Context: an optimization exercise on an open-source flow, tuned for a short achievable clock period and few clock cycles. The choices shown serve that exercise and are no tape-out recipe. In this exercise RTL edits were held to simulation tests only and were not proved equivalent to the original.

--- design/flow/run.sh ---
#!/bin/bash
# synth_recipe.tcl (not shown) runs the flow's synth.tcl, then flattens the netlist and writes it again
# the make line also repeats each setting of config.mk as NAME=value (left out here)
make -C /OpenROAD-flow-scripts/flow DESIGN_CONFIG=/design/flow/config.mk WORK_HOME=/design/flow/orfs CLKGATE_MAP_FILE= SYNTH_SCRIPT=/design/flow/synth_recipe.tcl finish
--- design/flow/config.mk ---
export PLATFORM = sky130hd
export DESIGN_NAME = ARM
export DESIGN_NICKNAME = ARM
export VERILOG_FILES = /design/flow/design.v
export SDC_FILE = /design/flow/constraint.sdc
export NUM_CORES = 4
export LEC_CHECK = 0
export CAP_MARGIN = 40
export CORE_MARGIN = 2
export CORE_UTILIZATION = 40
export SETUP_SLACK_MARGIN = 1.0
export SLEW_MARGIN = 30
--- design/flow/constraint.sdc ---
create_clock -name core_clock -period 20.0 [get_ports {clk}]
set_input_delay 4.0000 -clock core_clock [delete_from_list [all_inputs] [get_ports {clk}]]
set_output_delay 4.0000 -clock core_clock [all_outputs]
set_load 0.01 [all_outputs]
--- design/flow/design.v ---
module MUX #(parameter LENGTH = 1) (
  input  [LENGTH-1:0] in_1, 
  input  [LENGTH-1:0] in_2, 
  input               select,
  output [LENGTH-1:0] out
);
  assign out = select == 1'b0 ? in_1 : in_2;
endmodule
module MUX3 #(parameter LENGTH = 1) (
  input  [LENGTH-1:0] in_1,
  input  [LENGTH-1:0] in_2,
  input  [LENGTH-1:0] in_3,
  input  [1:0]        select,
  output [LENGTH-1:0] out
);
  assign out = 
    select == 2'b00 ? in_1 :
    select == 2'b01 ? in_2 :
    in_3;
endmodule
module ALU(
  input             cin,
  input      [3:0]  exec_cmd,
  input      [31:0] val_1,
  input      [31:0] val_2,
  output     [3:0]  status_bits,
  output reg [31:0] alu_res
);
  reg v, cout;
  wire z, n;
  assign n = alu_res[31];
  assign z = (alu_res == 32'b0) ? 1'b1 : 1'b0;
  assign status_bits = {z, cout, n, v};
  always @(*) begin
    alu_res = 32'b0;
    cout = 1'b0;
    v = 1'b0;
    case(exec_cmd)
      4'b0001: begin
        alu_res = val_2;
      end
      4'b1001: begin
        alu_res = ~val_2;
      end
      4'b0010: begin
        { cout, alu_res } = val_1 + val_2;
        v = ((val_1[31] == val_2[31]) & (alu_res[31] == ~val_1[31]));
      end
      4'b0011: begin
        { cout, alu_res } = val_1 + val_2 + cin;
        v = ((val_1[31] == val_2[31]) & (alu_res[31] == ~val_1[31]));
      end
      4'b0100: begin
        { cout, alu_res } = { val_1[31], val_1 } - { val_2[31], val_2 };
        v = ((val_1[31] == ~val_2[31]) & (alu_res[31] == ~val_1[31]));
      end
      4'b0101: begin
        { cout, alu_res } = { val_1[31], val_1 } - { val_2[31], val_2 } - { 32'b0, ~cin };
        v = cout ^ alu_res[31];
      end
      4'b0110: begin
        alu_res = val_1 & val_2;
      end
      4'b0111: begin
        alu_res = val_1 | val_2;
      end
      4'b1000: begin
        alu_res = val_1 ^ val_2;
      end
    endcase
  end
endmodule
module Condition_Check (
  input      [3:0] cond,
  input      [3:0] status,
  output reg       result
);
  wire z, c, n, v;
  assign { z, c, n, v } = status;
  always @(*) begin
    result = 1'b0;
    case (cond)
      4'b0000: begin
        result = z;
      end
      4'b0001: begin
        result = ~z;
      end
      4'b0010: begin
        result = c;
      end
      4'b0011: begin
        result = ~c;
      end
      4'b0100: begin
        result = n;
      end
      4'b0101: begin
        result = ~n;
      end
      4'b0110: begin
        result = v;
      end
      4'b0111: begin
        result = ~v;
      end
      4'b1000: begin
        result = c & ~z;
      end
      4'b1001: begin
        result = ~c & z;
      end
      4'b1010: begin
        result = (n & v) | (~n & ~v);
      end
      4'b1011: begin
        result = (n & ~v) | (~n & v);
      end
      4'b1100: begin
        result = ~z & ((n & v) | (~n & ~v));
      end
      4'b1101: begin
        result = z & ((n & ~v) | (~n & v));
      end
      4'b1110: begin
        result = 1'b1;
      end
      default begin
        result = 1'b0;
      end
    endcase
  end
endmodule
module Control_Unit(
  input            s_in,
  input      [1:0] mode,
  input      [3:0] op_code,
  output reg       MEM_r_en,
  output reg       MEM_w_en,
  output reg       WB_en,
  output reg       s_out,
  output reg       b,
  output reg [3:0] exec_cmd
);
  always @(op_code, mode, s_in) begin
    exec_cmd = 4'b0000;
    MEM_r_en = 1'b0;
    MEM_w_en = 1'b0;
    WB_en = 1'b0;
    b = 1'b0;
    s_out = s_in;
    case (mode)
      2'b00: begin
        case (op_code)
          4'b1101: begin
            WB_en = 1'b1;
            exec_cmd = 4'b0001;
          end
          4'b1111: begin
            WB_en = 1'b1;
            exec_cmd = 4'b1001;
          end
          4'b0100: begin
            WB_en = 1'b1;
            exec_cmd = 4'b0010;
          end
          4'b0101: begin
            WB_en = 1'b1;
            exec_cmd = 4'b0011;
          end
          4'b0010: begin
            WB_en = 1'b1;
            exec_cmd = 4'b0100;
          end
          4'b0110: begin
            WB_en = 1'b1;
            exec_cmd = 4'b0101;
          end
          4'b0000: begin
            WB_en = 1'b1;
            exec_cmd = 4'b0110;
          end
          4'b1100: begin
            WB_en = 1'b1;
            exec_cmd = 4'b0111;
          end
          4'b0001: begin
            WB_en = 1'b1;
            exec_cmd = 4'b1000;
          end
          4'b1010: begin
            exec_cmd = 4'b0100;
          end
          4'b1000: begin
            exec_cmd = 4'b0110;
          end 
        endcase
      end
      2'b01: begin
        case (s_in)
          1'b1: begin
            MEM_r_en = 1'b1;
            exec_cmd = 4'b0010;
            WB_en = 1'b1;
          end
          1'b0: begin
            MEM_w_en = 1'b1;
            exec_cmd = 4'b0010;
          end
        endcase
      end
      2'b10: begin
        b = 1'b1;
      end
    endcase
  end
endmodule
module Val2_Generator(
  input             imm,
  input             MEM_write_or_read_en,
  input      [11:0] shift_operand,
  input      [31:0] rm,
  output reg [31:0] val_2
);
  always @(*) begin
    if (MEM_write_or_read_en) begin
      val_2 = { 20'b0, shift_operand };
    end
    else if (imm) begin
      val_2 = { 24'b0, shift_operand[7:0] };
      val_2 = { val_2, val_2 } >> { shift_operand[11:8], 1'b0 };
    end
    else begin
      if (shift_operand[6:5] == 2'b00)
        val_2 = rm << shift_operand[11:7];
      else if (shift_operand[6:5] == 2'b01)
        val_2 = rm >> shift_operand[11:7];
      else if (shift_operand[6:5] == 2'b10)
        val_2 = rm >>> shift_operand[11:7];
      else if (shift_operand[6:5] == 2'b11) begin
        val_2 = { rm, rm } >> shift_operand[11:7];
      end
      else
        val_2 = rm << shift_operand[11:7];
    end
  end
endmodule
module Register_File (
  input clk, rst, write_back_en,
  input [3:0] src_1, src_2, WB_dest,
  input [31:0] WB_result,
  output [31:0] reg_1, reg_2
);
  reg [31:0] registers[0:14];
  assign reg_1 = registers[src_1];
  assign reg_2 = registers[src_2];
  integer i;
  always @(negedge clk, posedge rst) begin
    if (rst) begin
      for (i = 0; i < 15; i = i + 1)
        registers[i] <= i;
    end
    else if (write_back_en) begin
      registers[WB_dest] = WB_result;
    end
    else begin
      for (i = 0; i < 15; i = i + 1)
        registers[i] <= registers[i];
    end
	end
endmodule
module Status_Register (
  input            clk,
  input            rst,
  input            s,
  input      [3:0] status_bits_in,
  output reg [3:0] status_bits_out
);
	always @(negedge clk, posedge rst) 
	begin
		if (rst) begin
		  status_bits_out <= 4'b0;
		end
		else if (s) begin
      status_bits_out <= status_bits_in;
    end
    else begin
      status_bits_out <= status_bits_out;
    end
	end
endmodule
module Forwarding_Unit (
  input enable,
  input [3:0] src_1, src_2,
  input [3:0] WB_dest, MEM_dest,
  input WB_wb_en, MEM_wb_en,
  output reg [1:0] sel_src_1, sel_src_2
);
  always @(*) begin
    sel_src_1 = 2'b00;
    sel_src_2 = 2'b00;
    if (enable) begin
      if (WB_wb_en == 1'b1) begin
        if (WB_dest == src_1) begin
          sel_src_1 = 2'b10;
        end
        if (WB_dest == src_2) begin
          sel_src_2 = 2'b10; 
        end 
      end
      if (MEM_wb_en == 1'b1) begin
        if (MEM_dest == src_1) begin
          sel_src_1 = 2'b01;
        end
        if (MEM_dest == src_2) begin
          sel_src_2 = 2'b01; 
        end
      end
    end
  end
endmodule
module Hazard_Detection_Unit(
  input forwarding_enable, EXE_WB_en, MEM_WB_en, two_src, EXE_MEM_r_en,
  input [3:0] src_1, src_2, EXE_dest, MEM_dest,
	output reg hazard_detected
);
  always @(*) begin
    hazard_detected = 1'b0;
    if (~forwarding_enable) begin
      if (src_1 == EXE_dest & EXE_WB_en == 1'b1)
        hazard_detected = 1'b1;
      else if (src_1 == MEM_dest & MEM_WB_en == 1'b1)
        hazard_detected = 1'b1;
      else if (src_2 == EXE_dest & EXE_WB_en == 1'b1 & two_src == 1'b1)
        hazard_detected = 1'b1;
      else if (src_2 == MEM_dest & MEM_WB_en == 1'b1 & two_src == 1'b1)
        hazard_detected = 1'b1;
      else
        hazard_detected = 1'b0;
    end
    else if (EXE_MEM_r_en) begin
      if (src_1 == EXE_dest & EXE_WB_en == 1'b1)
        hazard_detected = 1'b1;
      else if (src_2 == EXE_dest & EXE_WB_en == 1'b1 & two_src == 1'b1)
        hazard_detected = 1'b1;
      else
        hazard_detected = 1'b0;
    end
    else
      hazard_detected = 1'b0;
  end
endmodule
module PC (
  input             clk,
  input             rst,
  input             freeze,
  input      [31:0] pc_in,
  output reg [31:0] pc_out
);
  always @(posedge clk, posedge rst) begin
    if (rst) pc_out <= 32'b0;
    else if (freeze) pc_out <= pc_out;
    else pc_out <= pc_in;
  end
endmodule
module IF_Stage (
  input         clk,
  input         rst,
  input         freeze,
  input         branch_taken,
  input  [31:0] branch_addr,
  input  [31:0] instruction_in,
  output [31:0] pc,
  output [31:0] instruction_address,
  output [31:0] instruction
);
  wire[31:0] mux_in, mux_out, pc_increment, pc_in, pc_out;
  MUX #(.LENGTH(32)) mux (
    .in_1(mux_in),
    .in_2(branch_addr),
    .select(branch_taken),
    .out(mux_out)
  );
  PC pc_module(
    .clk(clk),
    .rst(rst),
    .freeze(freeze),
    .pc_in(pc_in),
    .pc_out(pc_out)
  );
  assign instruction_address = pc_out;
  assign instruction = instruction_in;
  assign pc_in = mux_out;
  assign pc_increment = pc_out + 4;
  assign mux_in = pc_increment;
  assign pc = pc_increment;
endmodule
module IF_Stage_Reg (
  input             clk,
  input             rst,
  input             freeze,
  input             flush,
  input      [31:0] pc_in,
  input      [31:0] instruction_in,
  output reg [31:0] pc_out,
  output reg [31:0] instruction_out
);
  always @(posedge clk, posedge rst) begin
    if (rst) begin
      pc_out <= 32'b0;
      instruction_out <= 32'b0;
    end
    else if (flush) begin
      pc_out <= 32'b0;
      instruction_out <= 32'b0;
    end
    else if (freeze) begin
      pc_out <= pc_out;
      instruction_out <= instruction_out;
    end
    else begin
      pc_out <= pc_in;
      instruction_out <= instruction_in;
    end
  end
endmodule 
module ID_Stage (
  input clk, rst, hazard, WB_wb_en,
  input [3:0] WB_dest, status,
  input [31:0] pc_in, instruction, WB_value,
  output two_src, imm_out, MEM_r_en_out, MEM_w_en_out, WB_enable_out, s_out, b_out,
  output [3:0] dest, exec_cmd_out, src_1, src_2,
  output [11:0] shift_operand,
  output [23:0] signed_immed_24,
  output [31:0] pc_out, val_rm, val_rn
);
  wire [3:0] mux_1_out;
  wire MEM_w_en;
  assign src_1 = instruction[19:16];  
  assign src_2 = mux_1_out;
  MUX #(.LENGTH(4)) mux_1 (
    .in_1(instruction[3:0]),  
    .in_2(instruction[15:12]),  
    .select(MEM_w_en),
    .out(mux_1_out)
  );
  Register_File register_file (
    .clk(clk),
    .rst(rst),
    .write_back_en(WB_wb_en),
    .src_1(instruction[19:16]),  
    .src_2(mux_1_out),
    .WB_dest(WB_dest),
    .WB_result(WB_value),
    .reg_1(val_rn),
    .reg_2(val_rm)
  );
  wire MEM_r_en, WB_enable, s, b;
  wire [3:0] exec_cmd;
  Control_Unit control_unit (
		.mode(instruction[27:26]),  
    .op_code(instruction[24:21]),  
		.s_in(instruction[20]),  
		.exec_cmd(exec_cmd),
		.MEM_r_en(MEM_r_en),
    .MEM_w_en(MEM_w_en),
		.WB_en(WB_enable),
    .s_out(s),
		.b(b)
	);
  wire [8:0] control_unit_out;
  assign control_unit_out = {
    exec_cmd,
    MEM_r_en,
    MEM_w_en,
    WB_enable,
    s,
    b
  };
  wire condition_check_out;
  Condition_Check condition_check (
    .cond(instruction[31:28]),  
    .status(status),
    .result(condition_check_out)
  );
  wire [8:0] mux_2_out;
  MUX #(.LENGTH(9)) mux_2 (
    .in_1(control_unit_out),
    .in_2(9'b0),
    .select((~condition_check_out) | hazard),
    .out(mux_2_out)
  );
  assign {
    exec_cmd_out,
    MEM_r_en_out,
    MEM_w_en_out,
    WB_enable_out,
    s_out,
    b_out
  } = mux_2_out;
  assign two_src = ~instruction[25] | MEM_w_en;
  assign pc_out = pc_in;
  assign imm_out = instruction[25];  
  assign dest = instruction[15:12];  
  assign shift_operand = instruction[11:0];  
  assign signed_immed_24 = instruction[23:0];  
endmodule
module ID_Stage_Reg (
  input clk, rst, flush, freeze, imm_in, MEM_r_en_in, MEM_w_en_in, WB_enable_in, s_in, b_in,
  input [3:0] status_in, exec_cmd_in, dest_in, src_1_in, src_2_in,
  input [11:0] shift_operand_in,
  input [23:0] signed_immed_24_in,
  input [31:0] pc_in, val_rm_in, val_rn_in, 
  output reg imm_out, MEM_r_en_out, MEM_w_en_out, WB_enable_out, s_out, b_out,
  output reg [3:0] status_out, exec_cmd_out, dest_out, src_1_out, src_2_out,
  output reg [11:0] shift_operand_out,
  output reg [23:0] signed_immed_24_out,
  output reg [31:0] pc_out, val_rm_out, val_rn_out
);
  always @(posedge clk, posedge rst) begin
    if (rst) begin
      status_out <= 4'b0;
      imm_out <= 1'b0;
      MEM_r_en_out <= 1'b0;
      MEM_w_en_out <= 1'b0;
      WB_enable_out <= 1'b0;
      s_out <= 1'b0;
      b_out <= 1'b0;
      exec_cmd_out <= 4'b0;
      dest_out <= 4'b0;
      src_1_out <= 32'b0;
      src_2_out <= 32'b0;
      shift_operand_out <= 12'b0;
      signed_immed_24_out <= 24'b0;
      pc_out <= 32'b0;
      val_rm_out <= 32'b0;
      val_rn_out <= 32'b0;
    end
    else if (flush & ~freeze) begin
      status_out <= 4'b0;
      imm_out <= 1'b0;
      MEM_r_en_out <= 1'b0;
      MEM_w_en_out <= 1'b0;
      WB_enable_out <= 1'b0;
      s_out <= 1'b0;
      b_out <= 1'b0;
      exec_cmd_out <= 4'b0;
      dest_out <= 4'b0;
      src_1_out <= 32'b0;
      src_2_out <= 32'b0;
      shift_operand_out <= 12'b0;
      signed_immed_24_out <= 24'b0;
      pc_out <= 32'b0;
      val_rm_out <= 32'b0;
      val_rn_out <= 32'b0;
    end
    else if (freeze) begin
      status_out <= status_out;
      imm_out <= imm_out;
      MEM_r_en_out <= MEM_r_en_out;
      MEM_w_en_out <= MEM_w_en_out;
      WB_enable_out <= WB_enable_out;
      s_out <= s_out;
      b_out <= b_out;
      exec_cmd_out <= exec_cmd_out;
      dest_out <= dest_out;
      src_1_out <= src_1_out;
      src_2_out <= src_2_out;
      shift_operand_out <= shift_operand_out;
      signed_immed_24_out <= signed_immed_24_out;
      pc_out <= pc_out;
      val_rm_out <= val_rm_out;
      val_rn_out <= val_rn_out;
    end
    else begin
      status_out <= status_in;
      imm_out <= imm_in;
      MEM_r_en_out <= MEM_r_en_in;
      MEM_w_en_out <= MEM_w_en_in;
      WB_enable_out <= WB_enable_in;
      s_out <= s_in;
      b_out <= b_in;
      exec_cmd_out <= exec_cmd_in;
      dest_out <= dest_in;
      src_1_out <= src_1_in;
      src_2_out <= src_2_in;
      shift_operand_out <= shift_operand_in;
      signed_immed_24_out <= signed_immed_24_in;
      pc_out <= pc_in;
      val_rm_out <= val_rm_in;
      val_rn_out <= val_rn_in;
    end
  end
endmodule 
module EXE_Stage (
  input clk, rst, MEM_r_en_in, MEM_w_en_in, WB_en_in, imm,
  input [1:0] sel_src_1, sel_src_2,
  input [3:0] status, exec_cmd, dest_in,
  input [11:0] shift_operand,
  input [23:0] signed_immed_24,
  input [31:0] val_rm_in, val_rn, pc_in, WB_value, MEM_alu_res,
  output WB_en_out, MEM_r_en_out, MEM_w_en_out, branch_taken,
  output [31:0] branch_address, alu_res,
  output [3:0] status_bits,
  output [31:0] val_rm_out,
  output [3:0] dest_out
);
  wire MEM_write_or_read_en;
  wire [31:0] val_1, val_2, mux_2_out;
  assign MEM_r_en_out = MEM_r_en_in;
  assign MEM_w_en_out = MEM_w_en_in;
  assign WB_en_out = WB_en_in;
  assign dest_out = dest_in;
  assign val_rm_out = mux_2_out;
  assign MEM_write_or_read_en = MEM_r_en_in | MEM_w_en_in;
  MUX3 #(.LENGTH(32)) mux_1 (
    .in_1(val_rn),
    .in_2(MEM_alu_res),
    .in_3(WB_value),
    .select(sel_src_1),
    .out(val_1)
  );
  MUX3 #(.LENGTH(32)) mux_2 (
    .in_1(val_rm_in),
    .in_2(MEM_alu_res),
    .in_3(WB_value),
    .select(sel_src_2),
    .out(mux_2_out)
  );
  Val2_Generator val2_generator(
    .rm(mux_2_out),
    .shift_operand(shift_operand),
    .imm(imm),
    .MEM_write_or_read_en(MEM_write_or_read_en),
    .val_2(val_2)
  );
  ALU alu(
    .val_1(val_1), 
    .val_2(val_2),
    .exec_cmd(exec_cmd),
    .cin(status[2]),
    .alu_res(alu_res),
    .status_bits(status_bits)
  );
  assign branch_address = pc_in + { { 6{ signed_immed_24[23] } }, signed_immed_24, 2'b0 };
endmodule
module EXE_Stage_Reg (
  input             clk,
  input             rst,
  input             freeze,
  input             WB_en_in,
  input             MEM_r_en_in,
  input             MEM_w_en_in,
  input      [3:0]  dest_in,
  input      [31:0] alu_res_in,
  input      [31:0] val_rm_in,
  output reg        WB_en_out,
  output reg        MEM_r_en_out,
  output reg        MEM_w_en_out,
  output reg [3:0]  dest_out,
  output reg [31:0] alu_res_out,
  output reg [31:0] val_rm_out
);
  always @(posedge clk, posedge rst) begin
    if (rst) begin
      WB_en_out <= 1'b0;
      MEM_r_en_out <= 1'b0;
      MEM_w_en_out <= 1'b0;
      alu_res_out <= 32'b0;
      val_rm_out <= 32'b0;
      dest_out <= 4'b0;
    end
    else if (freeze) begin
      WB_en_out <= WB_en_out;
      MEM_r_en_out <= MEM_r_en_out;
      MEM_w_en_out <= MEM_w_en_out;
      alu_res_out <= alu_res_out;
      val_rm_out <= val_rm_out;
      dest_out <= dest_out;
    end
    else begin
      WB_en_out <= WB_en_in;
      MEM_r_en_out <= MEM_r_en_in;
      MEM_w_en_out <= MEM_w_en_in;
      alu_res_out <= alu_res_in;
      val_rm_out <= val_rm_in;
      dest_out <= dest_in;
    end
  end
endmodule
module SRAM_Controller(
  input clk, rst, write_en, read_en,
  input [31:0] address, write_data,
  output ready, SRAM_UB_N, SRAM_LB_N, SRAM_WE_N, SRAM_CE_N, SRAM_OE_N,
  output [16:0] SRAM_ADDR,
  output [31:0] read_data,
  output [31:0] SRAM_DQ_OUT,
  input  [31:0] SRAM_DQ_IN
);
  assign SRAM_UB_N = 1'b0;
  assign SRAM_LB_N = 1'b0;
  assign SRAM_CE_N = 1'b0;
  assign SRAM_OE_N = 1'b0;
  wire [31:0] base_address;
  assign base_address = address - 1024;
  wire [16:0] final_address;
  assign final_address = base_address[17:2];
  reg [1:0] present_state, next_state;
  parameter IDLE_STATE = 2'b00, READ_STATE = 2'b01, WRITE_STATE = 2'b10;
  reg [2:0] sram_counter, sram_next_counter;
  always @(posedge clk, posedge rst) begin
    if (rst) begin
      present_state <= 0;
      sram_counter <= 0;
    end
    else begin
      present_state <= next_state;
      sram_counter <= sram_next_counter;
    end
  end
  always @(*) begin
    next_state <= (present_state == IDLE_STATE && read_en) 
      ? READ_STATE 
      : (present_state == IDLE_STATE && write_en) 
        ? WRITE_STATE 
        : (present_state == READ_STATE && sram_counter != 3'd5) 
          ? READ_STATE 
          : (present_state == WRITE_STATE && sram_counter != 3'd5) 
            ? WRITE_STATE 
            : IDLE_STATE;
    sram_next_counter <= (present_state == READ_STATE && sram_counter != 3'd5) 
      ? sram_counter + 1 
      : (present_state == WRITE_STATE && sram_counter != 3'd5) 
        ? sram_counter + 1 
        : 3'b0;
  end
  assign ready = (present_state == READ_STATE && sram_counter != 3'd5) 
    ? 1'b0 
    : (present_state == WRITE_STATE && sram_counter != 3'd5) 
      ? 1'b0 
      : ((present_state == IDLE_STATE) && (read_en || write_en)) 
        ? 1'b0 
        : 1'b1;
  assign SRAM_DQ_OUT = write_data;
  assign SRAM_WE_N = (present_state == WRITE_STATE && sram_counter != 3'd5) ? 1'b0 : 1'b1;
  assign SRAM_ADDR = final_address;
  assign read_data = SRAM_DQ_IN;
endmodule
module MEM_Stage (
  input clk, rst, WB_en_in, MEM_r_en_in, MEM_w_en,
  input [3:0] dest_in,
  input [31:0] alu_res_in, val_rm,
  output WB_en_out, MEM_r_en_out, SRAM_WE_N, ready,
  output [16:0] SRAM_ADDR, 
  output [3:0] dest_out,
  output [31:0] data_mem_out, alu_res_out,
  output [31:0] SRAM_DQ_OUT,
  input  [31:0] SRAM_DQ_IN
);
  wire [3:0] SRAM_controller;
  assign alu_res_out = alu_res_in;
  assign WB_en_out = WB_en_in;
  assign MEM_r_en_out = MEM_r_en_in;
  assign dest_out = dest_in;
  SRAM_Controller sram_controller (
    .clk(clk), 
    .rst(rst), 
    .write_en(MEM_w_en), 
    .read_en(MEM_r_en_in),
    .address(alu_res_in), 
    .write_data(val_rm),
    .ready(ready), 
    .SRAM_UB_N(SRAM_controller[0]), 
    .SRAM_LB_N(SRAM_controller[1]), 
    .SRAM_WE_N(SRAM_WE_N), 
    .SRAM_CE_N(SRAM_controller[2]), 
    .SRAM_OE_N(SRAM_controller[3]),
    .SRAM_ADDR(SRAM_ADDR),
    .read_data(data_mem_out),
    .SRAM_DQ_OUT(SRAM_DQ_OUT),
    .SRAM_DQ_IN(SRAM_DQ_IN)
);
endmodule
module MEM_Stage_Reg (
  input clk, rst, freeze, WB_en_in, MEM_r_en_in, 
  input [3:0] dest_in,
  input [31:0] alu_res_in, data_mem_in,
  output reg WB_en_out, MEM_r_en_out, 
  output reg [3:0] dest_out,
  output reg [31:0] alu_res_out, data_mem_out
);
  always @(posedge clk, posedge rst) begin
    if (rst) begin
      WB_en_out <= 1'b0;
      MEM_r_en_out <= 1'b0;
      alu_res_out <= 32'b0;
      dest_out <= 4'b0;
      data_mem_out <= 32'b0;
    end
    else if (freeze) begin
      WB_en_out <= WB_en_out;
      MEM_r_en_out <= MEM_r_en_out;
      alu_res_out <= alu_res_out;
      dest_out <= dest_out;
      data_mem_out <= data_mem_out;
    end
    else begin
      WB_en_out <= WB_en_in;
      MEM_r_en_out <= MEM_r_en_in;
      alu_res_out <= alu_res_in;
      dest_out <= dest_in;
      data_mem_out <= data_mem_in;
    end
  end
endmodule
module WB_Stage(
	input         clk,
	input         rst,
	input         MEM_r_en,
	input  [31:0] alu_res,
	input  [31:0] data_mem,
	output [31:0] WB_value
);
  MUX #(.LENGTH(32)) mux (
    .in_1(alu_res),
    .in_2(data_mem),
    .select(MEM_r_en),
    .out(WB_value)
  );
endmodule
module ARM (
  input         clk,
  input         rst,
  output [31:0] IMEM_ADDR,
  input  [31:0] IMEM_DATA,
  output        SRAM_WE_N,
  output [16:0] SRAM_ADDR,
  output [31:0] SRAM_DQ_OUT,
  input  [31:0] SRAM_DQ_IN
);
  wire [3:0] SW = 4'b1000;
  wire branch_taken, s, WB_en, hazard, SRAM_freeze;
  wire [1:0] sel_src_1, sel_src_2;
  wire [3:0] status_bits, WB_dest, src_1, src_2, forwarding_src_1, forwarding_src_2;
  wire [31:0] branch_address, WB_value, MEM_alu_res_in;
  wire [31:0] IF_pc_out, IF_instruction_out;
  IF_Stage if_stage (
    .clk(clk),
    .rst(rst),
    .freeze(hazard | ~SRAM_freeze),
    .branch_taken(branch_taken),
    .branch_addr(branch_address),
    .instruction_in(IMEM_DATA),
    .pc(IF_pc_out),
    .instruction_address(IMEM_ADDR),
    .instruction(IF_instruction_out)
  );
  wire [31:0] ID_pc_in, ID_instruction_in;
  IF_Stage_Reg if_stage_reg (
    .clk(clk),
    .rst(rst),
    .freeze(hazard | ~SRAM_freeze),
    .flush(branch_taken),
    .pc_in(IF_pc_out),
    .instruction_in(IF_instruction_out),
    .pc_out(ID_pc_in),
    .instruction_out(ID_instruction_in)
  );
  wire ID_two_src, ID_imm, ID_MEM_r_en, ID_MEM_w_en, ID_WB_enable, ID_s, ID_b;
  wire [3:0] ID_dest, ID_exec_cmd;
  wire [11:0] ID_shift_operand;
  wire [23:0] ID_signed_immed_24;
  wire [31:0] ID_pc_out, ID_val_rm, ID_val_rn;
  ID_Stage id_stage (
    .clk(clk),
    .rst(rst),
    .hazard(hazard),
    .WB_value(WB_value),
    .WB_wb_en(WB_en),
    .status(status_bits),
    .WB_dest(WB_dest),
    .pc_in(ID_pc_in),
    .instruction(ID_instruction_in),
    .two_src(ID_two_src),
    .imm_out(ID_imm),
    .MEM_r_en_out(ID_MEM_r_en),
    .MEM_w_en_out(ID_MEM_w_en),
    .WB_enable_out(ID_WB_enable),
    .s_out(ID_s),
    .b_out(ID_b),
    .dest(ID_dest),
    .exec_cmd_out(ID_exec_cmd),
    .src_1(src_1),
    .src_2(src_2),
    .shift_operand(ID_shift_operand),
    .signed_immed_24(ID_signed_immed_24),
    .pc_out(ID_pc_out),
    .val_rm(ID_val_rm),
    .val_rn(ID_val_rn)
  );
  wire EXE_MEM_r_en_in, EXE_MEM_w_en_in, EXE_WB_enable_in, EXE_imm;
  wire [3:0] EXE_status, EXE_cmd, EXE_dest_in;
  wire [11:0] EXE_shift_operand;
  wire [23:0] EXE_signed_immed_24;
  wire [31:0] EXE_pc_in, EXE_val_rm_in, EXE_val_rn;
  ID_Stage_Reg id_stage_reg (
    .clk(clk),
    .rst(rst),
    .flush(branch_taken),
    .freeze(~SRAM_freeze),
    .status_in(status_bits),
    .imm_in(ID_imm),
    .MEM_r_en_in(ID_MEM_r_en), 
    .MEM_w_en_in(ID_MEM_w_en), 
    .WB_enable_in(ID_WB_enable), 
    .s_in(ID_s), 
    .b_in(ID_b),
    .exec_cmd_in(ID_exec_cmd), 
    .dest_in(ID_dest),
    .src_1_in(src_1),
    .src_2_in(src_2),
    .shift_operand_in(ID_shift_operand),
    .signed_immed_24_in(ID_signed_immed_24),
    .pc_in(ID_pc_out),
    .val_rm_in(ID_val_rm), 
    .val_rn_in(ID_val_rn),
    .status_out(EXE_status), 
    .imm_out(EXE_imm), 
    .MEM_r_en_out(EXE_MEM_r_en_in), 
    .MEM_w_en_out(EXE_MEM_w_en_in), 
    .WB_enable_out(EXE_WB_enable_in), 
    .s_out(s), 
    .b_out(branch_taken),
    .exec_cmd_out(EXE_cmd),
    .dest_out(EXE_dest_in),
    .src_1_out(forwarding_src_1),
    .src_2_out(forwarding_src_2),
    .shift_operand_out(EXE_shift_operand),
    .signed_immed_24_out(EXE_signed_immed_24),
    .pc_out(EXE_pc_in),
    .val_rm_out(EXE_val_rm_in), 
    .val_rn_out(EXE_val_rn)
  );
  wire EXE_WB_en_out, EXE_MEM_r_en_out, EXE_MEM_w_en_out;
  wire [3:0] EXE_status_bits, EXE_dest_out;
  wire [31:0] EXE_alu_res, EXE_val_rm_out;
  EXE_Stage exe_stage (
    .clk(clk), 
    .rst(rst), 
    .MEM_r_en_in(EXE_MEM_r_en_in), 
    .MEM_w_en_in(EXE_MEM_w_en_in), 
    .WB_en_in(EXE_WB_enable_in), 
    .imm(EXE_imm), 
    .sel_src_1(sel_src_1), 
    .sel_src_2(sel_src_2),
    .status(EXE_status),
    .exec_cmd(EXE_cmd), 
    .dest_in(EXE_dest_in),
    .shift_operand(EXE_shift_operand),
    .signed_immed_24(EXE_signed_immed_24),
    .val_rm_in(EXE_val_rm_in), 
    .val_rn(EXE_val_rn), 
    .pc_in(EXE_pc_in),
    .WB_value(WB_value), 
    .MEM_alu_res(MEM_alu_res_in),
    .WB_en_out(EXE_WB_en_out), 
    .MEM_r_en_out(EXE_MEM_r_en_out), 
    .MEM_w_en_out(EXE_MEM_w_en_out), 
    .branch_taken(branch_taken), 
    .branch_address(branch_address), 
    .alu_res(EXE_alu_res),
    .status_bits(EXE_status_bits),
    .val_rm_out(EXE_val_rm_out),
    .dest_out(EXE_dest_out)
  );
  Status_Register status_register (
    .clk(clk), 
    .rst(rst),
    .s(s),
    .status_bits_in(EXE_status_bits),
    .status_bits_out(status_bits)
  );
  wire MEM_r_en_in, MEM_w_en, MEM_WB_en_in;
  wire [3:0] MEM_dest_in;
  wire [31:0] MEM_val_rm;
  EXE_Stage_Reg exe_stage_reg (
    .clk(clk), 
    .rst(rst), 
    .freeze(~SRAM_freeze),
    .WB_en_in(EXE_WB_en_out), 
    .MEM_r_en_in(EXE_MEM_r_en_out),
    .MEM_w_en_in(EXE_MEM_w_en_out),
    .dest_in(EXE_dest_out),
    .alu_res_in(EXE_alu_res),
    .val_rm_in(EXE_val_rm_out),
    .WB_en_out(MEM_WB_en_in), 
    .MEM_r_en_out(MEM_r_en_in), 
    .MEM_w_en_out(MEM_w_en),
    .dest_out(MEM_dest_in),
    .alu_res_out(MEM_alu_res_in), 
    .val_rm_out(MEM_val_rm)
  );
  wire MEM_WB_en_out, MEM_r_en_out;
  wire [3:0] MEM_dest_out;
  wire [31:0] MEM_alu_res_out, data_mem_out;
  MEM_Stage mem_stage (
    .clk(clk), 
    .rst(rst), 
    .WB_en_in(MEM_WB_en_in), 
    .MEM_r_en_in(MEM_r_en_in), 
    .MEM_w_en(MEM_w_en), 
    .dest_in(MEM_dest_in),
    .alu_res_in(MEM_alu_res_in), 
    .val_rm(MEM_val_rm),
    .ready(SRAM_freeze),
    .SRAM_WE_N(SRAM_WE_N),
    .SRAM_ADDR(SRAM_ADDR),
    .WB_en_out(MEM_WB_en_out), 
    .MEM_r_en_out(MEM_r_en_out), 
    .dest_out(MEM_dest_out),
    .data_mem_out(data_mem_out), 
    .alu_res_out(MEM_alu_res_out),
    .SRAM_DQ_OUT(SRAM_DQ_OUT),
    .SRAM_DQ_IN(SRAM_DQ_IN)
  );
  wire WB_MEM_r_en;
  wire [31:0] WB_alu_res, WB_data_mem;
  MEM_Stage_Reg mem_stage_reg (
    .clk(clk), 
    .rst(rst), 
    .freeze(~SRAM_freeze),
    .WB_en_in(MEM_WB_en_out), 
    .MEM_r_en_in(MEM_r_en_out), 
    .dest_in(MEM_dest_out),
    .alu_res_in(MEM_alu_res_out), 
    .data_mem_in(data_mem_out),
    .WB_en_out(WB_en), 
    .MEM_r_en_out(WB_MEM_r_en), 
    .alu_res_out(WB_alu_res),
    .dest_out(WB_dest),
    .data_mem_out(WB_data_mem)
  );
  WB_Stage wb_stage (
    .clk(clk),
    .rst(rst),
    .MEM_r_en(WB_MEM_r_en),
    .alu_res(WB_alu_res),
    .data_mem(WB_data_mem),
    .WB_value(WB_value)
  );
  Hazard_Detection_Unit hazard_detection_unit (
    .forwarding_enable(SW[3]),
    .EXE_WB_en(EXE_WB_en_out),
    .MEM_WB_en(MEM_WB_en_out),
    .two_src(ID_two_src),
    .EXE_MEM_r_en(EXE_MEM_r_en_in),
    .src_1(src_1),
    .src_2(src_2),
    .EXE_dest(EXE_dest_out),
    .MEM_dest(MEM_dest_out),
    .hazard_detected(hazard)
  );
  Forwarding_Unit forwarding_unit (
    .enable(SW[3]),
    .src_1(forwarding_src_1), 
    .src_2(forwarding_src_2),
    .WB_dest(WB_dest), 
    .MEM_dest(MEM_dest_out),
    .WB_wb_en(WB_en), 
    .MEM_wb_en(MEM_WB_en_out),
    .sel_src_1(sel_src_1), 
    .sel_src_2(sel_src_2)
  );
endmodule
==> results.cfg <==
[synth]
synthesis.area_mm2 = 0.0566
async_flop_share_pct = 100
synth_edf_count = 0
post_synth_num_cell_types = 110
synth_seq_area_share_pct = 38.1
netlist_instances = 6682
synthFlopType = dfrtn_1
ys_warn_count = 15
synth.avg_cell_area_um2 = 8.47
synth_seq_cells = 861
syn-num-nets = 6890

[cts]
cts_buffers = 99
cts.htree.levels = 3
cts_sinks = 861
cts-root-buf = clkbuf_16
clock_latency_ns = 0.75
clk_pin_slew_worst_paths_ns = 0.06
ctsLongestPathBuffers = 3
cts_tree = built

[floorplan]
io_pins = 148
core_mm2 = 0.141
fp.dieW_um = 380
rows = 138
die_y_um = 380
start_util_pct = 40.1
die-area_mm2 = 0.144

[place]
dpl.cell_count = 8507
place_area_mm2 = 0.0614
pre_cts_slack_ns = 0.969
hpwl_um = 198000
gp_congestion = 1.04
portBuffers = 146

[setup_path]
cp_slowest_cell = mux2i_1
path_buf_inv = 3
worstPathArrival_ns = 9.44
required_ns = 10.67
critPathMaxFanout = 15
critPathLaunchType = flop
path_delay_family = simple AND/OR/NAND/NOR gates
criticalPathCategory = flop to flop
cpPeakStageDelay_ns = 0.63
cp-end-kind = flop

[cells_and_area]
mostFrequentLayoutCells = 869 x nand2_1, 675 x nor2_1, 565 x o21ai_0
multi_input_area_mm2 = 0.0328
design_area_mm2 = 0.0655
final_common_cell = nand2_1
drive_above_1_share_pct = 13.0
area_growth_pct = 15.8
final_cells = 8745
fill_cells = 13800
regArea_mm2 = 0.0216
fin_nets = 6978

[timing]
fin_ws_ns = 1.23
fin_tns_setup_ns = 0
setup_viol = 0
maxSlewHeadroom_pct = 26.7
hold_ws_ns = 0.442
maxSlewViolCount = 0
hold_violations = 0
fin_skew_ns = 0.104
rsz0062_at_grt = no
max_slew.worst_pin.slew_ns = 1.10

[drt]
drtIter0Drc = 7736
vias = 57416
ant_nets = 0
wire_per_inst_um = 32.3
drtPass1Iterations = 8
wl_um = 282000
routed_via_density = 6.57
drt_drc_violations_left = 0

[global_routing]
gr-total-overflow = 0
grt_pass1_vias = 54016
grt_max_degree = 208
grtUsageTotal_pct = 37.8
grt_pass1_wl_um = 400000
antenna_found_initial = 12

[job]
maxCapViolations = 0

[outcome]
status = no timing/DRC/antenna violations

[hold_path]
hp-class = flop to flop
==> tightest hold or removal path: stages (launching register included) <==
cell	delay, ns
dfrtn_1	0.41
nand2_1	0.05
o21ai_0	0.06
==> metrics by stage <==
step	util (%)
after floorplan	-
after global placement	43.2
after detailed placement	43.5
after CTS	46.1
after global routing	46.4
final	46.4
==> sequential cells by signal, indices dropped and copies added, names as in the netlist, 24 cells and up <==
signal / flops
id_stage_reg.pc_out: 32
id_stage.register_file.registers: 480
mem_stage_reg.alu_res_out: 32
id_stage_reg.signed_immed_24_out: 24
if_stage.pc_module.pc_out: 32
exe_stage_reg.val_rm_out: 32
id_stage_reg.val_rm_out: 32
if_stage_reg.instruction_out: 32
mem_stage_reg.data_mem_out: 32
id_stage_reg.val_rn_out: 32
if_stage_reg.pc_out: 32
exe_stage_reg.alu_res_out: 32
==> area by class of cell <==
class | instances | area share, %
Clock buffer | 139 | 4.51
Inverter | 144 | 0.835
Antenna cell | 1 | 0.00382
Tap cell | 1890 | 3.61
Multi-Input combinational cell | 5124 | 50.0
Sequential cell | 861 | 33.0
Timing Repair Buffer | 512 | 7.03
Clock inverter | 74 | 0.980
==> routing by layer <==
| layer | part of all wire [%] | track usage (%) |
|---|---|---|
| met1 | 40 | 50.6 |
| met2 | 44 | 57.3 |
| met3 | 9.6 | 7.82 |
| met4 | 6.4 | 20.3 |
| met5 | 0.030 | 0 |
==> final timing paths <==
kind | startpoint | end | slack, ns | cells after the start
worst max-delay path | mem_stage_reg.MEM_r_en_out$_DFFE_PP0P_ | status_register.status_bits_out[3]$_DFFE_NP0P_ | 1.23 | 27
worst min-delay path | id_stage.register_file.registers[0][14]$_DFFE_NP0P_ | id_stage.register_file.registers[0][14]$_DFFE_NP0P_ | 0.44 | 2
worst max register to register | mem_stage_reg.MEM_r_en_out$_DFFE_PP0P_ | status_register.status_bits_out[3]$_DFFE_NP0P_ | 1.23 | 27
worst min register to register | id_stage.register_file.registers[0][14]$_DFFE_NP0P_ | id_stage.register_file.registers[0][14]$_DFFE_NP0P_ | 0.44 | 2
max in group asynchronous | rst | id_stage.register_file.registers[9][10]$_DFFE_NP0P_ | 4.91 | 5
min in group asynchronous | rst | id_stage_reg.val_rn_out[30]$_DFFE_PP0P_ | 3.61 | 2
==> synth_stat cells (all sizes together) (42+ instances only) <==
library cell | n | area (um^2)
nor3 | 108 | 563
dfrtp | 377 | 9430
a222oi | 63 | 631
clkbuf | 433 | 1630
a211oi | 57 | 433
xnor2 | 109 | 955
a221oi | 105 | 926
xor2 | 67 | 587
o31ai | 125 | 963
mux2i | 128 | 1280
mux4 | 71 | 1600
a21oi | 532 | 2660
a22oi | 214 | 1610
nand2 | 871 | 3270
nand3 | 193 | 966
ha | 139 | 1740
o21ai | 582 | 2910
nand4 | 91 | 569
buf | 121 | 654
a22o | 81 | 709
nand2b | 45 | 282
o22ai | 53 | 332
nor2 | 708 | 2660
mux2 | 96 | 1080
o31a | 42 | 368
dfrtn | 456 | 11400
and3 | 72 | 452
inv | 142 | 533
==> repair_timing <==
item                                    in CTS  in global routing
endpoints found under the setup margin       1                  4
gates cloned                                 0                  3
buffers inserted                             0                  6
hold endpoints to repair                     0                  0
gates resized for setup                      2                 37
pin swaps                                    0                  7
hold buffers                                 0                  0
==> cells by family (layout without fill, tap and decap cells) <==
kind of cell / count (synthesis) / count (layout) / synth area share (%)
XOR/XNOR: 176 / 176 / 2.72
adder cells (fa/ha/maj): 143 / 143 / 3.20
multiplexers: 295 / 295 / 7.00
flip-flops: 861 / 861 / 38.1
other: 1 / 2 / 0.00663
buffers and inverters: 699 / 869 / 4.99
AND/OR/NAND/NOR: 2269 / 2271 / 17.8
AO/OA/AOI/OAI: 2238 / 2238 / 26.2
Testbench counts, summed over its fixed seeds: cycles 195,958.
